What follows belongs to an exercise in optimizing a design on an open flow for small area; a production flow would make more cautious choices.
Where RTL was checked, it was by simulation tests only, not by an equivalence proof against the original.
Power figures rest on the tool's default switching activity, not on a simulated workload.

==> module sd2, before the edit <==
module sd2(clk, rst, sd_in, bs_out);
input clk;
input rst;                       
input signed [15:0] sd_in;       
output bs_out;                   
reg [17:0] sd_reg1;
reg [17:0] sd_reg2;
wire s = sd_reg1[17];
assign bs_out = ~s;
wire [17:0] y = {~s, ~s, ~sd_in[15], sd_in[14:0]};
wire [2:0] a_top = sd_reg1[17:15] + {~s, ~s, 1'b1};
wire [17:0] a = {a_top, sd_reg1[14:0]};
wire [17:0] r2, r1;
rca #(18) add2 (.a(sd_reg2), .b(y), .ci(~s), .s(r2));
rca #(18) add1 (.a(a), .b(r2), .ci(~s), .s(r1));
always @(posedge clk) begin
	if (rst) begin
		sd_reg1 <= 0;
		sd_reg2 <= 0;
	end else begin
		sd_reg1 <= r1;
		sd_reg2 <= r2;
	end
end
endmodule
==> module window_count, before the edit <==
module window_count(
    input  wire       clk,
    input  wire       rst,
    input  wire       sd_bs,
    input  wire       last,
    input  wire [5:0] period_cnt,
    output reg        count
);
    reg [5:0] sum;
    reg [5:0] latched_sum;
    always @(posedge clk) begin
        if (rst) begin
            sum         <= 0;
            latched_sum <= 0;
            count       <= 1'b0;
        end else begin
            if (last) begin
                latched_sum <= sum + sd_bs;
                sum         <= 0;
            end else begin
                sum <= sum + sd_bs;
            end
            count <= (period_cnt < latched_sum);
        end
    end
endmodule
==> module integ, before the edit <==
module integ #(parameter [17:0] RST = 18'h0) (
    input  wire        clk,
    input  wire        rst,
    input  wire [15:0] omega,
    input  wire [15:0] omega_n,
    input  wire        up,
    input  wire        dn,
    output reg  [17:0] g
);
wire [15:0] b = ({16{up}} & omega) | ({16{dn}} & omega_n);
wire [17:0] s;
rca #(18) add (.a(g), .b({{2{b[15]}}, b}), .ci(dn), .s(s));
wire pos_ovf = ~g[17] & ~b[15] & s[17];
wire neg_ovf = g[17] & b[15] & ~s[17];
always @(posedge clk) begin
  if (rst)
    g <= RST;
  else
    g <= {(s[17] & ~pos_ovf) | neg_ovf, (s[16:0] & {17{~neg_ovf}}) | {17{pos_ovf}}};
end
endmodule
export LEC_CHECK = 0
export CAP_MARGIN = 20
export CORE_MARGIN = 2
export CORE_UTILIZATION = 40
export CTS_BUF_LIST = sky130_fd_sc_hd__clkbuf_4
export CTS_CLUSTER_DIAMETER = 60
export CTS_CLUSTER_SIZE = 10
export SLEW_MARGIN = 20
create_clock -name core_clock -period 10.0 [get_ports {clk}]
standard.sh (not shown) runs the stock make flow with config.mk's settings and CLKGATE_MAP_FILE= SYNTH_SCRIPT=/design/flow/synth_recipe.tcl, a recipe that flattens the netlist after the stock synthesis.
==> flow/flow/run.sh <==
#!/bin/bash
# Standard synthesis, then the combinational logic between the registers
# (and the half adders) re-mapped by ABC for area, then the standard layout
# with the smallest buffer on the ports and no clock-tree dummy loads.  Registers, full-adder cells and
# their names are kept as the standard synthesis made them.
set -euo pipefail
export BUFFER_PORTS_ARGS="-buffer_cell sky130_fd_sc_hd__buf_1"
# The clock tree as config.mk asks for, without dummy loads.
export CTS_ARGS="-sink_clustering_enable -repair_clock_nets -sink_clustering_size 10 -sink_clustering_max_diameter 60 -buf_list sky130_fd_sc_hd__clkbuf_4 -dont_use_dummy_load"
bash standard.sh synth > synth.log 2>&1

R=orfs/results/${FLOW_PLATFORM}/three_phase_shape/base
LIB=$FLOW_HOME/platforms/sky130hd/lib/sky130_fd_sc_hd__tt_025C_1v80.lib
YOSYS=$FLOW_HOME/../tools/install/yosys/bin/yosys
[[ -x $YOSYS ]] || YOSYS=yosys
DU=$(sed -n '/DONT_USE_CELLS/,/^$/p' $FLOW_HOME/platforms/sky130hd/config.mk | grep -o "sky130_fd_sc_hd__[a-z0-9_]*" | sed 's/^/-dont_use /' | tr '\n' ' ')
cp $R/1_2_yosys.v std_synth.v
cat > reopt.ys <<EOS
read_liberty -ignore_miss_func $LIB
blackbox sky130_fd_sc_hd__dfxtp_1 sky130_fd_sc_hd__fa_1 sky130_fd_sc_hd__conb_1
read_verilog std_synth.v
hierarchy -top $FLOW_TOP
flatten
opt_clean -purge
abc -liberty $LIB $DU -script +strash;&get,-n;&dch,-f;&nf,-R,1000;&put;
opt_clean -purge
insbuf -buf sky130_fd_sc_hd__buf_1 A X
hilomap -singleton -hicell sky130_fd_sc_hd__conb_1 HI -locell sky130_fd_sc_hd__conb_1 LO
opt_clean -purge
tee -o reopt_stat.txt stat -liberty $LIB $FLOW_TOP
write_verilog -noattr -noexpr -nohex -nodec -selected reopt.v
EOS
$YOSYS -s reopt.ys > reopt.log 2>&1
cp reopt.v $R/1_2_yosys.v
rm -f $R/1_synth.odb $R/1_synth.sdc
bash standard.sh > layout.log 2>&1
Then changed:
--- a/flow/design.v
+++ b/flow/design.v
@@ -4,7 +4,8 @@
 input rst;                       
 input signed [15:0] sd_in;       
 output bs_out;                   
-reg [17:0] sd_reg1;
+reg [17:0] n_reg1;    
+wire [17:0] sd_reg1 = ~n_reg1;
 reg [17:0] sd_reg2;
 wire s = sd_reg1[17];
 assign bs_out = ~s;
@@ -16,10 +17,10 @@
 rca #(18) add1 (.a(a), .b(r2), .ci(~s), .s(r1));
 always @(posedge clk) begin
 	if (rst) begin
-		sd_reg1 <= 0;
+		n_reg1 <= 18'h3ffff;
 		sd_reg2 <= 0;
 	end else begin
-		sd_reg1 <= r1;
+		n_reg1 <= ~r1;
 		sd_reg2 <= r2;
 	end
 end
@@ -93,15 +94,16 @@
     output reg        count
 );
     reg [5:0] sum;
-    reg [5:0] latched_sum;
+    reg [5:0] n_latched;     
+    wire [5:0] latched_sum = ~n_latched;
     always @(posedge clk) begin
         if (rst) begin
             sum         <= 0;
-            latched_sum <= 0;
+            n_latched   <= 6'h3f;
             count       <= 1'b0;
         end else begin
             if (last) begin
-                latched_sum <= sum + sd_bs;
+                n_latched   <= ~(sum + sd_bs);
                 sum         <= 0;
             end else begin
                 sum <= sum + sd_bs;
@@ -147,8 +149,10 @@
     input  wire [15:0] omega_n,
     input  wire        up,
     input  wire        dn,
-    output reg  [17:0] g
+    output wire [17:0] g
 );
+reg [17:0] ng;    
+assign g = ~ng;
 wire [15:0] b = ({16{up}} & omega) | ({16{dn}} & omega_n);
 wire [17:0] s;
 rca #(18) add (.a(g), .b({{2{b[15]}}, b}), .ci(dn), .s(s));
@@ -156,8 +160,8 @@
 wire neg_ovf = g[17] & b[15] & ~s[17];
 always @(posedge clk) begin
   if (rst)
-    g <= RST;
+    ng <= ~RST;
   else
-    g <= {(s[17] & ~pos_ovf) | neg_ovf, (s[16:0] & {17{~neg_ovf}}) | {17{pos_ovf}}};
+    ng <= ~{(s[17] & ~pos_ovf) | neg_ovf, (s[16:0] & {17{~neg_ovf}}) | {17{pos_ovf}}};
 end
 endmodule
What happened:
- sequential cell count is unchanged
- non-clock buffer count grows by 7
- utilization climbs by 1.2 points
- synthesized cell count fell by 8.9%
- worst hold slack gets worse by 0.023 ns
- worst setup slack is worse by 0.53 ns
- sequential power decreases by about 3%
- power is lower by 8.3%
- wire length went down by 2.4%
- cell count went down by 5.1%
- critical path depth came out lower by 1
- design area barely changes
Function not checked in the second run of this note: the RTL went through the layout flow alone.

[what the ideal ports hide]
In the flow no input, the clock included, has a driving cell. The finished layouts below were timed again as built, in two steps. Step 1: set_driving_cell puts a clkbuf_16 on clk and a buf_2 on each other input, an assumption about the parent block. Step 2 adds t to the input delays and takes it off the output delays; t is the mean of the earliest and latest rising clock arrival at the registers after step 1. Input paths then give back, and output paths get back, about the clock's delay inside the block. Three values: ideal, step 1, step 2; two values: the first two.
run | shift t [ns] | setup WS [ns] | worst setup path after step 2 | worst register clock-pin slew, ns | pins driven straight from the clock port
the first run | 0.682 | 0.942 / 0.954 / 0.271 | input to register | 0.12 / 0.12 | 1
the second run | 0.679 | 0.413 / 0.401 / -0.279 | input to register | 0.12 / 0.12 | 1
Met with ideal ports but missed after step 2: setup timing in the second run. The setup slack of the second run, which loses most, moves by -0.012 ns with the drivers and by -0.692 ns with both steps.
